What follows belongs to an exercise in optimizing a design on an open flow for small area and a short achievable clock period; a production flow would make more cautious choices.
Where RTL was checked, it was by simulation tests only, not by an equivalence proof against the original.
Power figures rest on the tool's default switching activity, not on a simulated workload.

Setup of run 1:
==> flow/design.v (excerpt) <==
module simple_debug(
   input wire [15:0] data_i,
   output wire [15:0] data_o,
   input wire [24:0] addr_i,
   input wire read_i,
   input wire write_i,
   input wire [1:0] cs_i,
   input wire clk_i,
   input wire reset_i,
   input wire irq_i,
   output wire irq_o,
   output wire [4:0] leds_o
);
   reg stage_1, stage_2, stage_3;
   reg [15:0] counter;
   reg [15:0] data_q;
   reg irq;
   reg led;
   wire chip_select = cs_i[0] & cs_i[1];
   wire [25:0] a = {cs_i[0], addr_i};
   wire ram_accessed = (a[25:6] == 20'h80);
   wire clear_irq = (a == 26'h0);
   wire access = ~stage_2 & stage_3;
   wire [15:0] ram_d;
   SimpleRam RAM0(.clk_i(clk_i),
                  .wr_i(reset_i & ~write_i & ram_accessed),
                  .rd_i(~reset_i | (~read_i & ram_accessed)),
                  .clr_i(~reset_i),
                  .addr_i(addr_i[5:1]),
                  .data_i(data_i),
                  .data_o(ram_d));
   assign data_o = data_q;
   assign irq_o = irq;
  ...
export LEC_CHECK = 0
export ABC_CLOCK_PERIOD_IN_PS = 800
export CAP_MARGIN = 20
export CORE_MARGIN = 2
export CORE_UTILIZATION = 40
export CTS_CLUSTER_DIAMETER = 100
export CTS_CLUSTER_SIZE = 24
export SETUP_SLACK_MARGIN = 1.2
export SLEW_MARGIN = 20
export SYNTH_HIERARCHICAL = 1
create_clock -name core_clock -period 3.0 [get_ports {clk_i}]
run.sh (not shown) runs the stock make flow with config.mk's settings and CLKGATE_MAP_FILE= SYNTH_SCRIPT=/design/flow/synth_recipe.tcl, a recipe that flattens the netlist after the stock synthesis.
Run 1 completed every stage of the flow, and the final layout passed the timing, design-rule and antenna checks.
For run 2, these inputs were changed with respect to run 1:
Settings: a deleted ABC_CLOCK_PERIOD_IN_PS that had been 800; a deleted CTS_CLUSTER_DIAMETER that had been 100; a deleted CTS_CLUSTER_SIZE that had been 24.
- [run 2] count of clock-buffer cells in the layout rose 26 relative to run 1
- Compared with run 1, run 2 has extra setup slack.
- Comparing run 2 against run 1, there is no change at all in die area.
- Final area: run 2 vs run 1 up 2.5%
- Sequential share of layout area: lower on run 2
- Run 2 against run 1: fraction of the cycle the final worst path needs went down 1.5 points, wire length after detailed routing went up about 0.7%, power went up 0.0030 W.
No functional check of the RTL was part of any run of this note.


Setup of juniper:
The RTL this note starts from:
==> flow/design.v <==
module SdOai22(input wire a1, a2, b1, b2, output wire y);
   assign y = ~((a1 | a2) & (b1 | b2));
endmodule
module SdNand4(input wire a, b, c, d, output wire y);
   assign y = ~(a & b & c & d);
endmodule
module SdNand2(input wire a, b, output wire y);
   assign y = ~(a & b);
endmodule
module SdNor4(input wire a, b, c, d, output wire y);
   assign y = ~(a | b | c | d);
endmodule
module SdNor3(input wire a, b, c, output wire y);
   assign y = ~(a | b | c);
endmodule
module SdNor2(input wire a, b, output wire y);
   assign y = ~(a | b);
endmodule
module SdNand3(input wire a, b, c, output wire y);
   assign y = ~(a & b & c);
endmodule
module SdAnd3(input wire a, b, c, output wire y);
   assign y = a & b & c;
endmodule
module SdInv(input wire a, output wire y);
   assign y = ~a;
endmodule
module SimpleRamDecode(
   input wire cs0_i,
   input wire [24:0] addr_i,
   input wire write_i,             
   input wire reset_i,             
   output wire inwin_o,
   output wire [31:0] wsel_o,
   output wire [31:0] rsel_n_o
);
   wire [4:0] g;
   SdNor4 g0(.a(cs0_i), .b(addr_i[24]), .c(addr_i[23]), .d(addr_i[22]), .y(g[0]));
   SdNor4 g1(.a(addr_i[21]), .b(addr_i[20]), .c(addr_i[19]), .d(addr_i[18]), .y(g[1]));
   SdNor4 g2(.a(addr_i[17]), .b(addr_i[16]), .c(addr_i[15]), .d(addr_i[14]), .y(g[2]));
   SdNor4 g3(.a(addr_i[12]), .b(addr_i[11]), .c(addr_i[10]), .d(addr_i[9]), .y(g[3]));
   SdNor3 g4(.a(addr_i[8]), .b(addr_i[7]), .c(addr_i[6]), .y(g[4]));
   wire h1, h2;
   SdNand3 h1g(.a(g[0]), .b(g[1]), .c(g[2]), .y(h1));
   SdNand3 h2g(.a(g[3]), .b(g[4]), .c(addr_i[13]), .y(h2));
   SdNor2 inw(.a(h1), .b(h2), .y(inwin_o));
   wire reset_n, wr, wr_n;         
   SdInv rinv(.a(reset_i), .y(reset_n));
   SdNor2 wrg(.a(reset_n), .b(write_i), .y(wr));
   SdInv wrinv(.a(wr), .y(wr_n));
   wire [5:1] an;
   genvar i;
   generate
      for (i = 1; i <= 5; i = i + 1) begin : ainv
         SdInv inv(.a(addr_i[i]), .y(an[i]));
      end
   endgenerate
   wire [7:0] d3n, pb, rb;
   generate
      for (i = 0; i < 8; i = i + 1) begin : pre3
         SdNand3 n(.a(i & 4 ? addr_i[5] : an[5]), .b(i & 2 ? addr_i[4] : an[4]),
                   .c(i & 1 ? addr_i[3] : an[3]), .y(d3n[i]));
         SdNor2 w(.a(wr_n), .b(d3n[i]), .y(pb[i]));
         SdInv r(.a(d3n[i]), .y(rb[i]));
      end
   endgenerate
   wire [3:0] pa, ra;
   generate
      for (i = 0; i < 4; i = i + 1) begin : pre2
         SdNor2 w(.a(i & 2 ? an[2] : addr_i[2]), .b(i & 1 ? an[1] : addr_i[1]), .y(pa[i]));
         SdNor3 r(.a(reset_n), .b(i & 2 ? an[2] : addr_i[2]), .c(i & 1 ? an[1] : addr_i[1]), .y(ra[i]));
      end
   endgenerate
   generate
      for (i = 0; i < 32; i = i + 1) begin : sel
         SdAnd3 w(.a(pa[i & 3]), .b(pb[i >> 2]), .c(inwin_o), .y(wsel_o[i]));
         SdNand2 r(.a(ra[i & 3]), .b(rb[i >> 2]), .y(rsel_n_o[i]));
      end
   endgenerate
endmodule
module SimpleRam(
   input wire clk_i,
   input wire [31:0] wsel_i,       
   input wire rd_i,                
   input wire clr_i,               
   input wire [31:0] rsel_n_i,     
   input wire [15:0] data_i,
   output reg [15:0] data_o
);
   reg [15:0] storage[31:0];
   genvar w;
   generate
      for (w = 0; w < 32; w = w + 1) begin : wr
         always @ (posedge clk_i)
            if (wsel_i[w])
               storage[w] <= data_i;
      end
   endgenerate
   wire [15:0] word;
   genvar b, g;
   generate
      for (b = 0; b < 16; b = b + 1) begin : bits
         wire [31:0] col;
         wire [15:0] p;
         wire [7:0] q;
         wire [1:0] r;
         for (g = 0; g < 32; g = g + 1) begin : words
            assign col[g] = storage[g][b];
         end
         for (g = 0; g < 16; g = g + 1) begin : pairs
            SdOai22 oai(.a1(col[2*g]), .a2(rsel_n_i[2*g]), .b1(col[2*g+1]), .b2(rsel_n_i[2*g+1]),
                        .y(p[g]));
         end
         for (g = 0; g < 8; g = g + 1) begin : quads
            SdNor2 nor2(.a(p[2*g]), .b(p[2*g+1]), .y(q[g]));
         end
         SdNand4 n0(.a(q[0]), .b(q[1]), .c(q[2]), .d(q[3]), .y(r[0]));
         SdNand4 n1(.a(q[4]), .b(q[5]), .c(q[6]), .d(q[7]), .y(r[1]));
         SdNor3 clr(.a(r[0]), .b(r[1]), .c(clr_i), .y(word[b]));
      end
   endgenerate
   always @ (posedge clk_i)
   begin
      if (rd_i)
         data_o <= word;
   end
endmodule
`timescale 1ns / 1ps
module simple_debug(
   input wire [15:0] data_i,
   output wire [15:0] data_o,
   input wire [24:0] addr_i,
   input wire read_i,
   input wire write_i,
   input wire [1:0] cs_i,
   input wire clk_i,
   input wire reset_i,
   input wire irq_i,
   output wire irq_o,
   output wire [4:0] leds_o
);
   reg stage_1, stage_2, stage_3;
   reg [15:0] counter;
   reg [15:0] data_q;
   reg irq;
   reg led;
   wire chip_select = cs_i[0] & cs_i[1];
   wire [25:0] a = {cs_i[0], addr_i};
   wire ram_accessed;
   wire [31:0] wsel, rsel_n;
   SimpleRamDecode DEC(.cs0_i(cs_i[0]), .addr_i(addr_i), .write_i(write_i), .reset_i(reset_i),
                       .inwin_o(ram_accessed), .wsel_o(wsel), .rsel_n_o(rsel_n));
   wire clear_irq = (a == 26'h0);
   wire access = ~stage_2 & stage_3;
   wire [15:0] ram_d;
   SimpleRam RAM0(.clk_i(clk_i),
                  .wsel_i(wsel),
                  .rd_i(~reset_i | (~read_i & ram_accessed)),
                  .clr_i(~reset_i),
                  .rsel_n_i(rsel_n),
                  .data_i(data_i),
                  .data_o(ram_d));
   assign data_o = data_q;
   assign irq_o = irq;
   assign leds_o = {led, irq_i, counter[15], counter[0], 1'b1};
   always @ (posedge clk_i)
   begin
      if (!reset_i)
      begin
         counter <= 0;
         stage_3 <= 0;
         stage_2 <= 0;
         stage_1 <= 0;
         data_q <= 0;
         irq <= 0;
      end
      else
      begin
         if (&counter)
            irq <= 1;
         counter <= counter + 1;
         stage_3 <= stage_2;
         stage_2 <= stage_1;
         stage_1 <= chip_select;
         if (access)
         begin
            if (!read_i)
               data_q <= ram_accessed ? ram_d : (addr_i[15:0] | {15'b0, cs_i[0]});
            if (!write_i && !ram_accessed)
            begin
               if (clear_irq)
                  irq <= data_i[0];
               else
                  led <= data_i[0];
            end
         end
      end
   end
endmodule
clock: 3.0 ns
lec_check: 0
cap_margin: 20
core_margin: 2
core_utilization: 40
cts_cluster_diameter: 100
cts_cluster_size: 24
place_density: 0.68
setup_slack_margin: 1.2
slew_margin: 20
synth_hierarchical: 1
diff inputs: juniper => lagoon
Settings: changing PLACE_DENSITY from 0.68 to 0.75.
Notes after the runs:
- Result: PASS for each of lagoon and juniper
- Between juniper and lagoon, the flow reports power density of the placed cells decreasing by a few percent.
- Cmp lagoon and juniper / layout-stage area growth over the synthesis result / lower: juniper
- Going from juniper to lagoon, cell count rose by 2.1%, clock transition time at the flip-flop clock pins of the worst setup and hold paths stayed essentially flat.
- lagoon ends up with higher combined area of the multi-input logic cells than juniper does.
- Comparing lagoon and juniper, sum of routed wire segments on met1 is higher on juniper.
- Relative to juniper, largest net degree at the start of global routing decreased by about 30% in lagoon.
- Going from juniper to lagoon, the fraction of final layout cells sized beyond drive strength 1 was found to have gone up by 6.3 points.
- When the final numbers for lagoon and juniper were put side by side, the count of cells resized by post-cts repair turned out to be greater in lagoon.
- The wire length of the first global-routing pass in lagoon sits 5800 µm above the value recorded for juniper.

-- re-timing with driven ports --
No port has a modelled driver above. Below, the same layouts with a new extraction and two added sets of constraints. Step 1 assumes that a clkbuf_16 drives the clock port and a buf_2 every other input. Step 2, shift: input delay + t, output delay - t, t = (earliest + latest rising clock arrival at the registers) / 2. This alone moves slack from input paths to output paths. a / b / c = ideal ports / drivers / drivers and shift; a / b = the first two.
| run | t (ns) | slack for setup (ns) | hold slack, ns | worst register clock-pin slew, ns | cell pins on the clock port's net |
|---|---|---|---|---|---|
| run 1 | 0.632 | 0.538 / 0.539 / -0.093 | 0.282 / 0.271 / 0.464 | 0.10 / 0.10 | 1 |
| run 2 | 0.654 | 0.583 / 0.597 / -0.057 | 0.330 / 0.317 / 0.456 | 0.06 / 0.06 | 1 |
| juniper | 0.643 | 1.198 / 1.163 / 0.567 | 0.307 / 0.274 / 0.450 | 0.10 / 0.10 | 1 |
| lagoon | 0.661 | 0.885 / 0.889 / 0.228 | 0.316 / 0.280 / 0.447 | 0.11 / 0.11 | 1 |
With both steps, setup timing fails in run 1 and run 2, where it was met with ideal ports. For lagoon, which loses most, drivers alone change the setup slack by +0.004 ns; drivers and shift together by -0.657 ns.
